This is an optimization exercise on Yosys and OpenROAD, whose aim is small area and a short achievable clock period, not a production implementation.
In this exercise RTL edits were held to simulation tests only and were not proved equivalent to the original.
No activity file was given, so power comes from the tool's default toggle rates.

Design naive_dot, start of the top module:
module naive_dot #(
    parameter N = 128,
    parameter WEIGHT_WIDTH = 4,
    parameter ACT_WIDTH = 4
)(
    input                        clk,
    input                        rst,
    input                        start,
    input [N*WEIGHT_WIDTH-1 : 0] i_weights_flat,
    input [N*ACT_WIDTH-1 : 0]    i_acts_flat,
    output reg                   done,
    output reg [15:0]            result
);
wire p1;
wire p2;
wire p3;
wire p4;
wire p5;
wire p6;
wire p7;
wire p8;
wire p9;
wire p10;
wire p11;
wire p12;
wire p13;
wire p14;
wire p15;
wire p16;
wire p17;
wire p18;
wire p19;
wire p20;
wire p21;
wire p22;
wire p23;
wire p24;
wire p25;
wire p26;
wire p27;
wire p28;
wire p29;
wire p30;
wire p31;
wire p32;
wire p33;
wire p34;
wire p35;
wire p36;
wire p37;
wire p38;
wire p39;
wire p40;
wire p41;
wire p42;
wire p43;
wire p44;
wire p45;
wire p46;
wire p47;
wire p48;
wire p49;
wire p50;
wire p51;
wire p52;
wire p53;
wire p54;
wire p55;
wire p56;
wire p57;
wire p58;
wire p59;
wire p60;
wire p61;
wire p62;
wire p63;
wire p64;
wire p65;
wire p66;
wire p67;
wire p68;
wire p69;
wire p70;
wire p71;
wire p72;
wire p73;
wire p74;
wire p75;
wire p76;
wire p77;
wire p78;
wire p79;
wire p80;
wire p81;
wire p82;
wire p83;
wire p84;
wire p85;
wire p86;
wire p87;
wire p88;
wire p89;
wire p90;
wire p91;
wire p92;
wire p93;
wire p94;
wire p95;
wire p96;
wire p97;
wire p98;
wire p99;
wire p100;
wire p101;
wire p102;
wire p103;
wire p104;
wire p105;
wire p106;
wire p107;
wire p108;
wire p109;
wire p110;
wire p111;
wire p112;
wire p113;
wire p114;
wire p115;
wire p116;
wire p117;
wire p118;
wire p119;
wire p120;
wire p121;
wire p122;
wire p123;
wire p124;
wire p125;
wire p126;
wire p127;
wire p128;
wire p129;
wire p130;
wire p131;
wire p132;
wire p133;
wire p134;
wire p135;
wire p136;
wire p137;
wire p138;
wire p139;
wire p140;
wire p141;
wire p142;
wire p143;
wire p144;
wire p145;
wire p146;
wire p147;
wire p148;
wire p149;
wire p150;
wire p151;
wire p152;
wire p153;
wire p154;
wire p155;
wire p156;
wire p157;
wire p158;
wire p159;
wire p160;
wire p161;
wire p162;
wire p163;
wire p164;
wire p165;
wire p166;
wire p167;
wire p168;
wire p169;
wire p170;
wire p171;
wire p172;
wire p173;
wire p174;
wire p175;
wire p176;
wire p177;
wire p178;
wire p179;
wire p180;
wire p181;
wire p182;
wire p183;
wire p184;
wire p185;
wire p186;
wire p187;
  ...
clock: 4.5 ns
lec_check: 0
cap_margin: 20
core_margin: 2
core_utilization: 55
setup_slack_margin: 2.3
slew_margin: 20
synth_hierarchical: 1
synth_minimum_keep_size: 0
standard.sh (not shown) runs the stock make flow with config.mk's settings and CLKGATE_MAP_FILE= SYNTH_SCRIPT=/design/flow/synth_recipe.tcl, a recipe that flattens the netlist after the stock synthesis.
==> flow/flow/run.sh <==
#!/bin/bash
cp standard.sh standard_sh.txt
bash standard.sh BUFFER_PORTS_ARGS="-buffer_cell sky130_fd_sc_hd__buf_1" REMOVE_ABC_BUFFERS=1 RECOVER_POWER=100 finish > standard.log 2>&1
The baseline finished clean.
==> next run, changes <==
==> flow/flow/run.sh (replaced) <==
#!/bin/bash
cp standard.sh standard_sh.txt
bash standard.sh BUFFER_PORTS_ARGS="-buffer_cell sky130_fd_sc_hd__buf_1" REMOVE_ABC_BUFFERS=1 finish > standard.log 2>&1
CORE_UTILIZATION = 60   (was 55)
=> The changed run finished with timing, DRC and antenna clean. Cell count came out lower slightly. Total power increases slightly. Register-to-register slack improved by 180 ps. Via count goes up slightly. Design area rose slightly.
==> next run, changes <==
CORE_UTILIZATION = 55   (was 60)
CTS_BUF_LIST = sky130_fd_sc_hd__clkbuf_4   (was default)
After rerunning: The new run finished with timing, DRC and antenna clean. Via count is higher by 1.1%. Sequential cell count stays the same. Clock power is lower by 8.6%. Power is lower by 2.4%. Critical path depth is lower by 4. Wire length is higher by 2.4%. Maximum frequency is lower by 12%. Utilization is lower by 7.0 points. Count of clock-buffer cells in the layout is higher by 263. Register-to-register slack improves by 20 ps. Global-route usage is lower by 2.5 points.
==> next run, changes <==
CTS_BUF_LIST = default   (was sky130_fd_sc_hd__clkbuf_4)
SETUP_SLACK_MARGIN = 2.1   (was 2.3)
After rerunning: Wire length fell slightly. Critical path depth rose by 2. Via count fell by a few percent. Worst hold slack improves by 96 ps. Synthesized area is unchanged. Final cell count fell by a few percent. First-iteration DRC count rose slightly.

## re-timing with driven ports
In the flow no input, the clock included, has a driving cell. The finished layouts below were timed again as built, in two steps.
Step 1, drivers: a clkbuf_16 drives clk and a buf_2 each remaining input, both assumed.
Step 2 moves the port delays by t, midway between the first and last clock arrival at a register: inputs arrive t later, outputs are due t later. That takes back most of the time a late clock gives input paths.
Slacks: ideal ports / drivers / drivers and shift; pairs: ideal ports / drivers.
run	shift t [ns]	setup WS [ns]	hold WS [ns]	worst register clock-pin slew, ns	pins driven straight from the clock port
the first run	0.806	2.069 / 2.069 / 1.341	0.321 / 0.321 / 0.321	0.07 / 0.07	1
the second run	0.786	2.225 / 2.218 / 1.432	0.325 / 0.325 / 0.325	0.07 / 0.07	1
the third run	1.232	1.910 / 1.824 / 1.253	0.226 / 0.200 / 0.291	0.08 / 0.08	1
the fourth run	0.814	2.083 / 2.083 / 1.353	0.322 / 0.322 / 0.322	0.07 / 0.07	1
After both steps setup and hold are still met in every run listed. For the second run, which loses most, drivers alone change the setup slack by -0.007 ns; drivers and shift together by -0.793 ns.
